From an optimization exercise on the open Yosys and OpenROAD flow, aimed at small area and a short achievable clock period; shortcuts taken in it are not production practice. Only simulation tests tie the RTL to the original design; equivalence was not proved. Power and IR drop assume default switching activity.

==> flow/design.v (excerpt) <==
module apb_mux_top #(
    parameter NUM_APB_MASTERS = 16,
    parameter APB_ADDR_WIDTH  = 32,
    parameter APB_DATA_WIDTH  = 32,
    parameter APB_STRB_WIDTH  = APB_DATA_WIDTH/4
)(
    input                       PRESETn,
    input                       PCLK,
    input      [NUM_APB_MASTERS-1:0]                  PSEL_s,
    input      [NUM_APB_MASTERS*APB_ADDR_WIDTH-1:0]   PADDR_s,
    input      [NUM_APB_MASTERS-1:0]                  PWRITE_s,
    input      [NUM_APB_MASTERS*APB_DATA_WIDTH-1:0]   PWDATA_s,
    input      [NUM_APB_MASTERS-1:0]                  PENABLE_s,
    input      [NUM_APB_MASTERS*APB_STRB_WIDTH-1:0]   PSTRB_s,
    input      [NUM_APB_MASTERS*3-1:0]                PPROT_s,
    output reg [NUM_APB_MASTERS*APB_DATA_WIDTH-1:0]   PRDATA_s,
    output reg [NUM_APB_MASTERS-1:0]                  PREADY_s,
    output reg [NUM_APB_MASTERS-1:0]                  PSLVERR_s,
    output reg                      PSEL_m,
    output reg [APB_ADDR_WIDTH-1:0] PADDR_m,
    output reg                      PWRITE_m,
    output reg [APB_DATA_WIDTH-1:0] PWDATA_m,
    output reg                      PENABLE_m,
    output reg [APB_STRB_WIDTH-1:0] PSTRB_m,
    output reg [2:0]                PPROT_m,
    input      [APB_DATA_WIDTH-1:0] PRDATA_m,
    input                           PREADY_m,
    input                           PSLVERR_m
);
    localparam N  = NUM_APB_MASTERS;
    localparam PW = $clog2(N);
  ...
Size in the first run: roughly 22 flip-flops, roughly 1900 I/O pins, roughly 0.012 mm2 of cells after synthesis.
export LEC_CHECK = 0
export CAP_MARGIN = 20
export CORE_AREA = 10 10 320 320
export DIE_AREA = 0 0 330 330
export SETUP_SLACK_MARGIN = 2.5
export SLEW_MARGIN = 20
create_clock -name core_clock -period 7.0 [get_ports {PCLK}]
standard.sh (not shown) runs the stock make flow with config.mk's settings and CLKGATE_MAP_FILE= SYNTH_SCRIPT=/design/flow/synth_recipe.tcl, a recipe that flattens the netlist after the stock synthesis.
==> flow/flow/run.sh <==
#!/bin/bash
# Standard ORFS layout, with plain buf_1 cells as the input/output port buffers
# and I/O pins packed one routing track apart so the die can be small.
set -euo pipefail
export BUFFER_PORTS_ARGS="-buffer_cell sky130_fd_sc_hd__buf_1"
export PLACE_PINS_ARGS="-min_distance 1 -min_distance_in_tracks"
bash standard.sh finish > standard_flow.log 2>&1
The baseline aborted during global routing (5_1_grt) on GRT-0116.
Edit:
==> flow/flow/run.sh (replaced) <==
#!/bin/bash
# Standard ORFS layout, with plain buf_1 cells as the input/output port buffers.
set -euo pipefail
export BUFFER_PORTS_ARGS="-buffer_cell sky130_fd_sc_hd__buf_1"
bash standard.sh finish > standard_flow.log 2>&1
--- a/flow/config.mk
+++ b/flow/config.mk
@@ -7,6 +7,5 @@
 export LEC_CHECK = 0
 export CAP_MARGIN = 20
-export CORE_AREA = 10 10 320 320
-export DIE_AREA = 0 0 330 330
-export SETUP_SLACK_MARGIN = 2.5
+export CORE_AREA = 10 10 370 370
+export DIE_AREA = 0 0 380 380
 export SLEW_MARGIN = 20
Outcome:
- With this change the flow failed in I/O pin placement (3_2_place_iop)
- synthesized area stays the same
- synthesized cell count stays the same

========
Another version of the RTL of apb_mux_top (not shown whole).
For scale: about 1900 I/O pins, about 0.0090 sq mm of cells after synthesis.
==> flow/config.mk <==
export PLATFORM = sky130hd
export DESIGN_NAME = apb_mux_top
export DESIGN_NICKNAME = apb_mux_top
export VERILOG_FILES = /design/flow/design.v
export SDC_FILE = /design/flow/constraint.sdc
export NUM_CORES = 4
export LEC_CHECK = 0
export CAP_MARGIN = 20
export CELL_PAD_IN_SITES_DETAIL_PLACEMENT = 1
export CELL_PAD_IN_SITES_GLOBAL_PLACEMENT = 2
export CORE_AREA = 10 10 390 390
export DIE_AREA = 0 0 400 400
export SETUP_SLACK_MARGIN = 3.2
export SLEW_MARGIN = 20
export SYNTH_HIERARCHICAL = 1
==> flow/constraint.sdc <==
create_clock -name core_clock -period 7.0 [get_ports {PCLK}]
set_input_delay 1.4000 -clock core_clock [delete_from_list [all_inputs] [get_ports {PCLK}]]
set_output_delay 1.4000 -clock core_clock [all_outputs]
set_load 0.01 [all_outputs]
==> flow/flow/run.sh <==
#!/bin/bash
# Standard ORFS layout with three changes:
#  - plain buf_1 cells as the input/output port buffers,
#  - I/O pins packed one routing track apart so the die can be small,
#  - I/O pins grouped per multiplexed bit (flow/pins.tcl, from gen/pins.py),
#    so each bit's mux/demux sits beside its own pins; the clock pin
#    is placed apart from the rest.
set -euo pipefail
export BUFFER_PORTS_ARGS="-buffer_cell sky130_fd_sc_hd__buf_1"
export PLACE_PINS_ARGS="-min_distance 1 -min_distance_in_tracks -exclude left:195-205"
export PRE_IO_PLACEMENT_TCL="$PWD/flow/pins.tcl"
bash standard.sh finish > standard_flow.log 2>&1
Other scripts of this flow, unchanged in this note and not shown: flow/flow/pins.tcl
Next try:
--- a/flow/config.mk
+++ b/flow/config.mk
@@ -8,4 +8,2 @@
 export CAP_MARGIN = 20
-export CELL_PAD_IN_SITES_DETAIL_PLACEMENT = 1
-export CELL_PAD_IN_SITES_GLOBAL_PLACEMENT = 2
 export CORE_AREA = 10 10 390 390
Outcome: The changed run finished clean; synthesized area is unchanged; first-iteration DRC count is higher by 69%; design area stays flat; routed wire length is lower by 21%; worst setup slack degrades by 67 ps; via count is higher by 0.48%.

========
RTL: one of the versions met above, not the one the previous note started from.
Size in the first run: roughly 1700 cells after synthesis, ~22 flip-flops.
==> flow/config.mk <==
export PLATFORM = sky130hd
export DESIGN_NAME = apb_mux_top
export DESIGN_NICKNAME = apb_mux_top
export VERILOG_FILES = /design/flow/design.v
export SDC_FILE = /design/flow/constraint.sdc
export NUM_CORES = 4
export LEC_CHECK = 0
export CAP_MARGIN = 20
export CORE_AREA = 10 10 550 550
export DIE_AREA = 0 0 560 560
export SETUP_SLACK_MARGIN = 2.5
export SLEW_MARGIN = 20
==> flow/constraint.sdc <==
create_clock -name core_clock -period 7.0 [get_ports {PCLK}]
set_input_delay 1.4000 -clock core_clock [delete_from_list [all_inputs] [get_ports {PCLK}]]
set_output_delay 1.4000 -clock core_clock [all_outputs]
set_load 0.01 [all_outputs]
==> flow/flow/run.sh <==
#!/bin/bash
# Standard ORFS layout, with plain buf_1 cells as the input/output port buffers.
set -euo pipefail
export BUFFER_PORTS_ARGS="-buffer_cell sky130_fd_sc_hd__buf_1"
bash standard.sh finish > standard_flow.log 2>&1
Change:
Settings changed: SETUP_SLACK_MARGIN 2.5 to default.
With this change the flow produced a layout that fails on antenna rules.
Clock skew barely changes.
Utilization barely changes.
Setup slack got worse by 0.90 ns.
Hold slack stays flat.
Routed wire length falls by about 0.4%.
Power falls by 0.97%.
Via count falls by about 1%.
Clock power is about the same.
Flip-flop and latch count is unchanged.

re-timing with driven ports:
The flow's constraints put no driver on any port. The routed layouts listed below were extracted and timed again, unchanged, in two steps. Step 1: set_driving_cell puts a clkbuf_16 on PCLK and a buf_2 on each other input, an assumption about the parent block. Step 2, shift: input delay + t, output delay - t, t = (earliest + latest rising clock arrival at the registers) / 2. This alone moves slack from input paths to output paths. Three values: ideal, step 1, step 2; two values: the first two.
run | shift t [ns] | slack for setup (ns) | pins driven straight from the clock port
the first run of note 2 | 0.302 | 3.182 / 3.149 / 3.149 | 1
the second run of note 2 | 0.313 | 3.115 / 3.058 / 3.112 | 1
the first run of note 3 | 0.297 | 2.371 / 2.184 / 2.184 | 1
the second run of note 3 | 0.299 | 1.467 / 1.433 / 1.709 | 1
The setup slack of the first run of note 3, which loses most, moves by -0.187 ns with the drivers and by -0.187 ns with both steps.
